What follows belongs to an exercise in optimizing a design on an open flow for small area; a production flow would make more cautious choices. Only simulation tests tie the RTL to the original design; equivalence was not proved. Power is estimated from default activity; no workload was simulated.

Setup of job 5494:
==> flow/design.v (excerpt) <==
module rx_descrambler (
	input  wire         clk,
	input  wire         rst_n,
	input  wire [2:0]   gen,
	input  wire         turn_off,
	input  wire [7:0]   rx_valid,
	input  wire [7:0]   rx_start_block,
	input  wire [23:0]  rx_status,
	input  wire [15:0]  rx_sync_header,
	input  wire [255:0] rx_data,
	input  wire [31:0]  rx_datak,
	output wire [7:0]   out_valid,
	output wire [15:0]  out_sync_header,
	output wire [255:0] out_data,
	output wire [31:0]  out_datak
);
Settings: LEC_CHECK=0, CAP_MARGIN=20, CORE_MARGIN=2, CORE_UTILIZATION=65, CTS_BUF_LIST=sky130_fd_sc_hd__clkbuf_4, PLACE_DENSITY=0.75, SLEW_MARGIN=20, SYNTH_HIERARCHICAL=1, SYNTH_MINIMUM_KEEP_SIZE=0; clock period 12.0 ns.
standard.sh (not shown) runs the stock make flow with config.mk's settings and CLKGATE_MAP_FILE= SYNTH_SCRIPT=/design/flow/synth_recipe.tcl, a recipe that flattens the netlist after the stock synthesis.
==> flow/flow/run.sh <==
#!/bin/bash
# Layout flow: the standard flow (standard.sh, unchanged synthesis and
# steps) with the port buffers that global placement inserts made from the
# smallest buffer cell instead of ORFS's default choice.  Every input and
# output port still gets its own buffer.
set -euo pipefail
export BUFFER_PORTS_ARGS="-buffer_cell sky130_fd_sc_hd__buf_1"
bash standard.sh finish > flow_make.log 2>&1
Job 5494: full flow OK, the timing, DRC and antenna checks passed
The inputs of job 9015 differ from those of job 5494 as listed below.
- CORE_UTILIZATION changed from 65 to 40
- PLACE_DENSITY removed (was 0.75)
==> flow/flow/run.sh <==
#!/bin/bash
# Layout flow: the standard flow (standard.sh, unchanged synthesis and
# steps) with these changes to how the layout is made:
#  - the port buffers that global placement inserts use the smallest buffer
#    cell instead of ORFS's default choice (every port still gets a buffer);
#  - timing-driven global placement does not keep the buffers its trial
#    repairs insert (later repair steps still fix slew, load and timing);
#  - clock tree synthesis inserts no dummy load cells.
set -euo pipefail
export BUFFER_PORTS_ARGS="-buffer_cell sky130_fd_sc_hd__buf_1"
export GPL_KEEP_OVERFLOW=0
export CTS_ARGS="-sink_clustering_enable -repair_clock_nets -buf_list sky130_fd_sc_hd__clkbuf_4 -dont_use_dummy_load"
bash standard.sh finish > flow_make.log 2>&1
Findings:
- Max standard-cell row count across job 5494 and job 9015: job 9015
- The via count number comes out higher for job 5494 vs job 9015.
- Overall die width grows by more than a quarter when moving from job 5494 to job 9015.
- Looking at job 5494 and job 9015, the final hold slack is a wash.
- Diff job 5494 -> job 9015: arrival time at the worst endpoint rose by 0.47 ns, share of total power in combinational logic rose by 1.8 points, wire length rose by about 5%, initial antenna violation count fell by 15.
- On instance count after placement with tap cells included, the lower figure sits with job 5494, not job 9015.
- NOTE: via count of the first global-routing pass in job 9015 exceeds that of job 5494
Here is what was changed in the inputs of job 4018 compared with job 9015.
- an added GPL_TIMING_DRIVEN of 0
==> flow/flow/run.sh <==
#!/bin/bash
# Layout flow: the standard flow (standard.sh, unchanged synthesis and
# steps) with two changes to how the layout is made:
#  - the port buffers that global placement inserts use the smallest buffer
#    cell instead of ORFS's default choice (every port still gets a buffer);
#  - the buffers Yosys/ABC put in the netlist are removed at floorplan
#    (REMOVE_ABC_BUFFERS) instead of by timing-driven global placement.
set -euo pipefail
export BUFFER_PORTS_ARGS="-buffer_cell sky130_fd_sc_hd__buf_1"
export REMOVE_ABC_BUFFERS=1
bash standard.sh finish > flow_make.log 2>&1
==> notes.md <==
As far as mean instance size in the synthesized netlist goes, job 9015 and job 4018 are indistinguishable; the numbers are identical.
The run showing the greater via count of the first global-routing pass is job 9015.
For sum of negative setup slack, job 4018 and job 9015 come out practically identical.
The inputs of job 4434 differ from those of job 4018 as listed below.
- GPL_TIMING_DRIVEN removed (was 0)
==> flow/flow/run.sh <==
#!/bin/bash
# Layout flow: the standard flow (standard.sh, unchanged synthesis and
# steps) with the port buffers that global placement inserts made from the
# smallest buffer cell instead of ORFS's default choice.  Every input and
# output port still gets its own buffer.
set -euo pipefail
export BUFFER_PORTS_ARGS="-buffer_cell sky130_fd_sc_hd__buf_1"
bash standard.sh finish > flow_make.log 2>&1
Findings:
- Relative to job 4018, final standard cell count with taps included and fillers excluded increased by about 0.44% in job 4434.
- Diff job 4018 -> job 4434 | first-iteration DRC count | increase of 105
- Taking job 4018 as the reference, in job 4434 insertion delay to the later sink of the worst-skew pair now smaller; worst setup slack now larger; share of the final layout cell area in sequential cells comparable; worst slack at placement now larger.
- Comparing job 4434 with job 4018, the clock transition at the register clock pins on the worst setup and hold paths after CTS came out essentially unchanged.
- The flow did not stop early for job 4434: all stages ran, and the layout cleared the timing, DRC and antenna checks.
- Number of synthesized flops with an enable pin delta (job 4018 -> job 4434): insignificant
- Post-route clock period utilization in job 4434 is 8.0 points lower than in job 4018
- Between job 4018 and job 4434, the flow reports wire length increasing by a few percent.
- Summary of the comparison: final standard cell area without fillers is lower in job 4434, relative to job 4018.

---

== rev 12 ==
rx_descrambler, a different RTL version from the one above (not shown whole).
For scale: roughly 260 flip-flops, ~660 I/O pins, ~0.033 mm^2 of cells after synthesis.
export LEC_CHECK = 0
export CAP_MARGIN = 10
export CORE_MARGIN = 2
export CORE_UTILIZATION = 40
export CTS_BUF_LIST = sky130_fd_sc_hd__clkbuf_4
export SLEW_MARGIN = 10
export SYNTH_HIERARCHICAL = 1
export SYNTH_MINIMUM_KEEP_SIZE = 0
create_clock -name core_clock -period 12.0 [get_ports {clk}]
==> flow/flow/run.sh <==
#!/bin/bash
# Layout flow: the standard flow (standard.sh, unchanged synthesis and
# steps) with these changes to how the layout is made:
#  - the port buffers that global placement inserts use the smallest buffer
#    cell instead of ORFS's default choice (every port still gets a buffer);
#  - timing-driven global placement does not keep the buffers its trial
#    repairs insert (later repair steps still fix slew, load and timing);
#  - clock tree synthesis inserts no dummy load cells.
set -euo pipefail
export BUFFER_PORTS_ARGS="-buffer_cell sky130_fd_sc_hd__buf_1"
export GPL_KEEP_OVERFLOW=0
export CTS_ARGS="-sink_clustering_enable -repair_clock_nets -buf_list sky130_fd_sc_hd__clkbuf_4 -dont_use_dummy_load"
bash standard.sh finish > flow_make.log 2>&1
The final layout from rev 12, which completed every stage, passed the timing, DRC and antenna checks at the end of the flow.
Edits applied to the flow inputs when going from rev 12 to rev 13:
- swapping 10 for 20 in CAP_MARGIN
- swapping 10 for 20 in SLEW_MARGIN
--- outcome ---
Going from rev 12 to rev 13, design area roughly the same; minimum clock period increased by 0.13 ns relative to the old numbers; count of hold buffers inserted by post-cts repair held; leakage power figure up about 0.3%.
Any difference in fraction of area in registers between rev 12 and rev 13 is small enough to ignore.
Compared with rev 12, in rev 13 maximum cell stage delay along the critical path moved up, maximum frequency moved down.

==> separate check: timing with driven ports <==
No port has a modelled driver above. Below, the same layouts with a new extraction and two added sets of constraints. Step 1 (the two cells are an assumption about what drives the block):
set clk [get_ports {clk}]
set_driving_cell -lib_cell sky130_fd_sc_hd__clkbuf_16 $clk
set_driving_cell -lib_cell sky130_fd_sc_hd__buf_2 [delete_from_list [all_inputs] $clk]
Step 2 also shifts input and output timing later by t, the mid clock arrival at the registers, as if the neighbouring blocks saw the same clock. a / b / c = no drivers / after step 1 / after step 2; a / b = the first two.
run	shift t [ns]	slack for setup (ns)	worst hold slack (ns)
job 5494	0.877	1.241 / 1.203 / 1.203	0.506 / 0.506 / 0.506
job 9015	0.876	0.771 / 0.702 / 0.702	0.509 / 0.509 / 0.509
job 4018	0.875	0.330 / 0.296 / 0.296	0.510 / 0.510 / 0.510
job 4434	0.877	1.288 / 1.217 / 1.217	0.510 / 0.510 / 0.510
rev 12	0.842	0.606 / 0.513 / 0.513	0.508 / 0.508 / 0.508
rev 13	0.845	0.475 / 0.386 / 0.386	0.505 / 0.505 / 0.505
After both steps every run listed still meets setup and hold. The setup slack of rev 12, which loses most, moves by -0.093 ns with the drivers and by -0.093 ns with both steps.
